Background: an optimization exercise with open tools, aiming at a short achievable clock period and few clock cycles. Do not read the settings as production practice.
Where RTL was checked, it was by simulation tests only, not by an equivalence proof against the original.
Power figures rest on the tool's default switching activity, not on a simulated workload.

== lane 2 ==
## cpu_pipeline
module cpu_pipeline (
    input clk,           
    input rst_n,         
    output [31:0] imem_addr,     
    input  [31:0] imem_rdata,    
    output [31:0] dmem_addr,     
    output [31:0] dmem_wdata,    
    output        dmem_we,       
    input  [31:0] dmem_rdata     
);
Size: ~10000 cells after synthesis, roughly 2300 flip-flops, ~160 I/O pins.
Settings: LEC_CHECK=0, CAP_MARGIN=40, CORE_MARGIN=2, CORE_UTILIZATION=40, CTS_CLUSTER_DIAMETER=100, CTS_CLUSTER_SIZE=20, PLACE_DENSITY=0.6, SETUP_SLACK_MARGIN=5, SLEW_MARGIN=40; clock period 13.0 ns.
standard.sh (not shown) runs the stock make flow with config.mk's settings and CLKGATE_MAP_FILE= SYNTH_SCRIPT=/design/flow/synth_recipe.tcl, a recipe that flattens the netlist after the stock synthesis.
==> flow/flow/run.sh <==
#!/bin/bash
# Layout flow: the standard flow (standard.sh: ORFS with the standard
# synthesis), with two changes to how the layout is made; the constraints
# (constraint.sdc) are unchanged:
#  - timing repair aims at a larger setup slack margin, so that it works
#    towards the period the design can reach rather than the design's 13 ns;
#  - after global placement, flow/outbuf.tcl moves each output port's buffer
#    next to the register that feeds it (detailed placement legalizes it).
# Each tool's log is in orfs/logs/; make's own output is in flow_make.log.
set -euo pipefail
MARGIN=${MARGIN:-9}
sed -e "s|SETUP_SLACK_MARGIN=[-0-9.]*|SETUP_SLACK_MARGIN=$MARGIN POST_GLOBAL_PLACE_TCL=$PWD/flow/outbuf.tcl|" standard.sh > standard_margin.sh
grep -q "SETUP_SLACK_MARGIN=$MARGIN" standard_margin.sh
bash standard_margin.sh finish > flow_make.log 2>&1
==> flow/flow/outbuf.tcl <==
# Move the buffer of each output port, and any inverter or buffer between
# it and the register that feeds it, next to that register, so that the
# buffer, not the register, drives the wire to the pin. Detailed placement
# legalizes the moved cells afterwards.
proc outbuf_driver {inst} {
  foreach it [$inst getITerms] {
    if {[$it isInputSignal] && [$it getNet] != "NULL"} {
      foreach jt [[$it getNet] getITerms] {
        if {[$jt isOutputSignal]} { return [$jt getInst] }
      }
    }
  }
  return ""
}
proc outbuf_is_single {inst} {
  set n 0
  foreach it [$inst getITerms] {
    if {[$it isInputSignal] && [$it getNet] != "NULL"} { incr n }
  }
  set m [[$inst getMaster] getName]
  return [expr {$n == 1 && [regexp {__(inv|buf|clkbuf|clkinv)_} $m]}]
}
set block [ord::get_db_block]
set moved 0
foreach bterm [$block getBTerms] {
  if {[$bterm getIoType] != "OUTPUT"} { continue }
  set net [$bterm getNet]
  if {$net == "NULL"} { continue }
  set buf ""
  foreach it [$net getITerms] {
    if {[$it isOutputSignal]} { set buf [$it getInst] }
  }
  if {$buf == ""} { continue }
  set chain [list $buf]
  set src [outbuf_driver $buf]
  while {$src != "" && [outbuf_is_single $src] && [llength $chain] < 4} {
    lappend chain $src
    set src [outbuf_driver $src]
  }
  if {$src == ""} { continue }
  set loc [$src getLocation]
  foreach c $chain {
    $c setLocation [lindex $loc 0] [lindex $loc 1]
    incr moved
  }
}
puts "outbuf: moved $moved cells next to the registers that drive the outputs"
Lane 2 | stages: all done | timing, DRC, antenna: all pass
diff inputs: lane 2 => lane 5
-- flow/design.v --
<<< lane 2, line 345
reg  [31:0] d_rs_oh, d_rt_oh;    
reg         d_pt, d_lx;
reg  [31:0] e_a, e_b, e_sd, e_pc4, e_bt, e_pnpc;
reg  [4:0]  e_sh, e_dst;
>>> lane 5, line 345
reg  [31:0] d_rs_oh, d_rt_oh;    
reg         d_pt, d_lx;
reg         d_stall;             
reg         d_redb, d_rednc;     
reg  [31:0] e_a, e_b, e_sd, e_pc4, e_bt, e_pnpc;
reg  [4:0]  e_sh, e_dst;
<<< lane 2, line 400
wire [31:0] ras   = (d_valid & d_call) ? d_pc4 : ra;
wire        f_j   = (imem_rdata[31:27] == 5'b00001);
wire        f_jr  = (imem_rdata[31:26] == 6'h00) & (imem_rdata[5:0] == 6'h08);
wire [31:0] f_jt  = {f_pc4[31:28], imem_rdata[25:0], 2'b00};
wire        f_sel_j  = f_j;
>>> lane 5, line 402
wire [31:0] ras   = (d_valid & d_call) ? d_pc4 : ra;
wire        f_j   = (imem_rdata[31:27] == 5'b00001);
wire        f_jr  = (imem_rdata[31:26] == 6'h00) & ~imem_rdata[5] & imem_rdata[3] & ~imem_rdata[0];
wire [31:0] f_jt  = {f_pc4[31:28], imem_rdata[25:0], 2'b00};
wire        f_sel_j  = f_j;
<<< lane 2, line 411
wire        f_ptk = f_j | f_jr | f_pt;
assign imem_addr = {~pc[31], pc[30:0]};
wire [31:0] f_rs_oh = 32'd1 << imem_rdata[25:21];
wire [31:0] f_rt_oh = 32'd1 << imem_rdata[20:16];
>>> lane 5, line 413
wire        f_ptk = f_j | f_jr | f_pt;
assign imem_addr = {~pc[31], pc[30:0]};
wire f_uses_rs, f_uses_rt, f_br, f_ctl;
Control C0 (
    .ir     (imem_rdata),
    .uses_rs(f_uses_rs),
    .uses_rt(f_uses_rt),
    .b_rt   (), .b_sext (), .b_zext (), .b_lui  (), .b_pc4  (), .writes (), .dst    (),
    .is_lw  (), .is_sw  (), .is_beq (), .is_bne (), .is_blez(), .is_bgtz(), .is_bgez(),
    .is_br  (f_br),
    .is_j   (), .is_jr  (), .is_jalr(), .is_call(),
    .is_ctl (f_ctl)
);
wire [31:0] f_rs_oh = 32'd1 << imem_rdata[25:21];
wire [31:0] f_rt_oh = 32'd1 << imem_rdata[20:16];
<<< lane 2, line 480
wire [31:0] d_rtv = d_rt_m ? m_out : d_rt_w ? w_res : rf_rt;
wire d_rw = d_writes & (d_dst != 5'd0);
wire stall = d_valid & e_lwv &
             ((d_uses_rs & (e_dst == d_rs)) | (d_uses_rt & (e_dst == d_rt)));
wire [31:2] d_bts;
KSAdd #(.W(30)) BTA (
    .a  (d_pc4[31:2]),
    .b  ({{14{d_imm[15]}}, d_imm}),
    .cin(1'b0),
    .s  (d_bts)
);
wire [31:0] d_bt = {d_bts, d_pc4[1:0]};
wire [31:0] d_off = {{14{d_imm[15]}}, d_imm, 2'b00};
wire red_b  = d_br & ~d_pt & ~d_lx & d_imm[15];   
wire red_nc = d_pt & ~d_ctl;                      
wire d_red  = d_valid & (red_b | red_nc);
wire [31:0] d_rtgt = red_b ? d_bt : d_pc4;
wire a_em, b_em;
>>> lane 5, line 493
wire [31:0] d_rtv = d_rt_m ? m_out : d_rt_w ? w_res : rf_rt;
wire d_rw = d_writes & (d_dst != 5'd0);
wire stall = d_valid & d_stall;
wire [17:2] d_btl;
wire        d_btc;
KSAdd #(.W(17)) BTA (
    .a  ({1'b0, d_pc4[17:2]}),
    .b  ({1'b0, d_imm}),
    .cin(1'b0),
    .s  ({d_btc, d_btl})
);
wire [31:18] d_hi_p1 = d_pc4[31:18] + 14'd1;
wire [31:18] d_hi_m1 = d_pc4[31:18] - 14'd1;
wire [31:18] d_bth = d_imm[15] ? (d_btc ? d_pc4[31:18] : d_hi_m1) :
                                 (d_btc ? d_hi_p1 : d_pc4[31:18]);
wire [31:0] d_bt = {d_bth, d_btl, d_pc4[1:0]};
wire [31:0] d_off = {{14{d_imm[15]}}, d_imm, 2'b00};
wire red_b  = d_redb;                             
wire d_red  = d_valid & (d_redb | d_rednc);       
wire [31:0] d_rtgt = red_b ? d_bt : d_pc4;
wire a_em, b_em;
<<< lane 2, line 554
    end
end
always @(posedge clk) begin
    if (~stall) begin
        d_ir   <= imem_rdata;
        d_rs_oh <= f_rs_oh;
>>> lane 5, line 570
    end
end
always @(posedge clk or negedge rst_n) begin
    if (~rst_n) begin
        d_stall <= 1'b0;
    end else begin
        d_stall <= d_go & d_lw & d_rw &
                   ((f_uses_rs & (imem_rdata[25:21] == d_dst)) |
                    (f_uses_rt & (imem_rdata[20:16] == d_dst)));
    end
end
always @(posedge clk) begin
    if (~stall) begin
        d_redb  <= f_br & ~f_ptk & ~f_plx & imem_rdata[15];
        d_rednc <= f_ptk & ~f_ctl;
        d_ir   <= imem_rdata;
        d_rs_oh <= f_rs_oh;
<<< lane 2, line 597
    e_pc4  <= d_pc4;
    e_bt   <= d_bt;
    e_pnpc <= d_red ? d_rtgt : d_pnpc;
    e_pt   <= d_pt | red_b;
    e_ptok <= red_b | (d_pt & ((d_pc4 ^ d_off ^ d_pnpc) ==
>>> lane 5, line 624
    e_pc4  <= d_pc4;
    e_bt   <= d_bt;
    e_pnpc <= d_pnpc;       
    e_pt   <= d_pt | red_b;
    e_ptok <= red_b | (d_pt & ((d_pc4 ^ d_off ^ d_pnpc) ==
[summary]
Any difference in number of clock sinks between lane 2 and lane 5 is small enough to ignore.
Compared with lane 2, in lane 5 number of sequential cells in the layout now sits at about the same level; simple-gate portion of the synthesized area about even; largest fanout on the critical path moved down; total die area held steady; layout buffering overhead excluding clock cells now smaller.
In the reports for lane 5 and lane 2, the smaller total power belongs to lane 5.
For cell area after synthesis, lane 5 and lane 2 come out practically identical.
Lane 5 vs. lane 2: count of mapped cells out of synthesis went down by 0.49%.
For lane 5, the start point of the critical path was pc[12], unlike lane 2, where it was d_ir[13].
Diff lane 2 -> lane 5 | routed wire length | down by a few percent
Summary of lane 5 over lane 2: floorplan die height closely matched the old numbers; routed via count decreased by 724 relative to the old numbers; final worst-path cycle share fell 1.4 points.
Testbench counts of lane 5, summed over its fixed seeds: cycles 254,461.
For lane 2, only the layout was checked, not whether the RTL still works.

==> separate check: timing with driven ports <==
How much do the figures lean on ideal ports? The routed layouts below were timed once more, with nothing changed but the port constraints. Step 1 assumes that a clkbuf_16 drives the clock port and a buf_2 every other input. Step 2 times the ports against the registers' clock, not the clock port: input delays grow and output delays shrink by t, the midpoint of the rising clock arrivals with the driver on. Slacks: ideal / step 1 / step 2; pairs: ideal / step 1.
run	t, ns	setup WS [ns]	clock arrival spread, ns
lane 2	0.942	8.782 / 8.782 / 8.141	0.140 / 0.140
lane 5	0.961	8.967 / 8.865 / 8.120	0.140 / 0.140
After both steps setup and hold are still met in every run listed. For lane 5, which loses most, drivers alone change the setup slack by -0.102 ns; drivers and shift together by -0.847 ns.
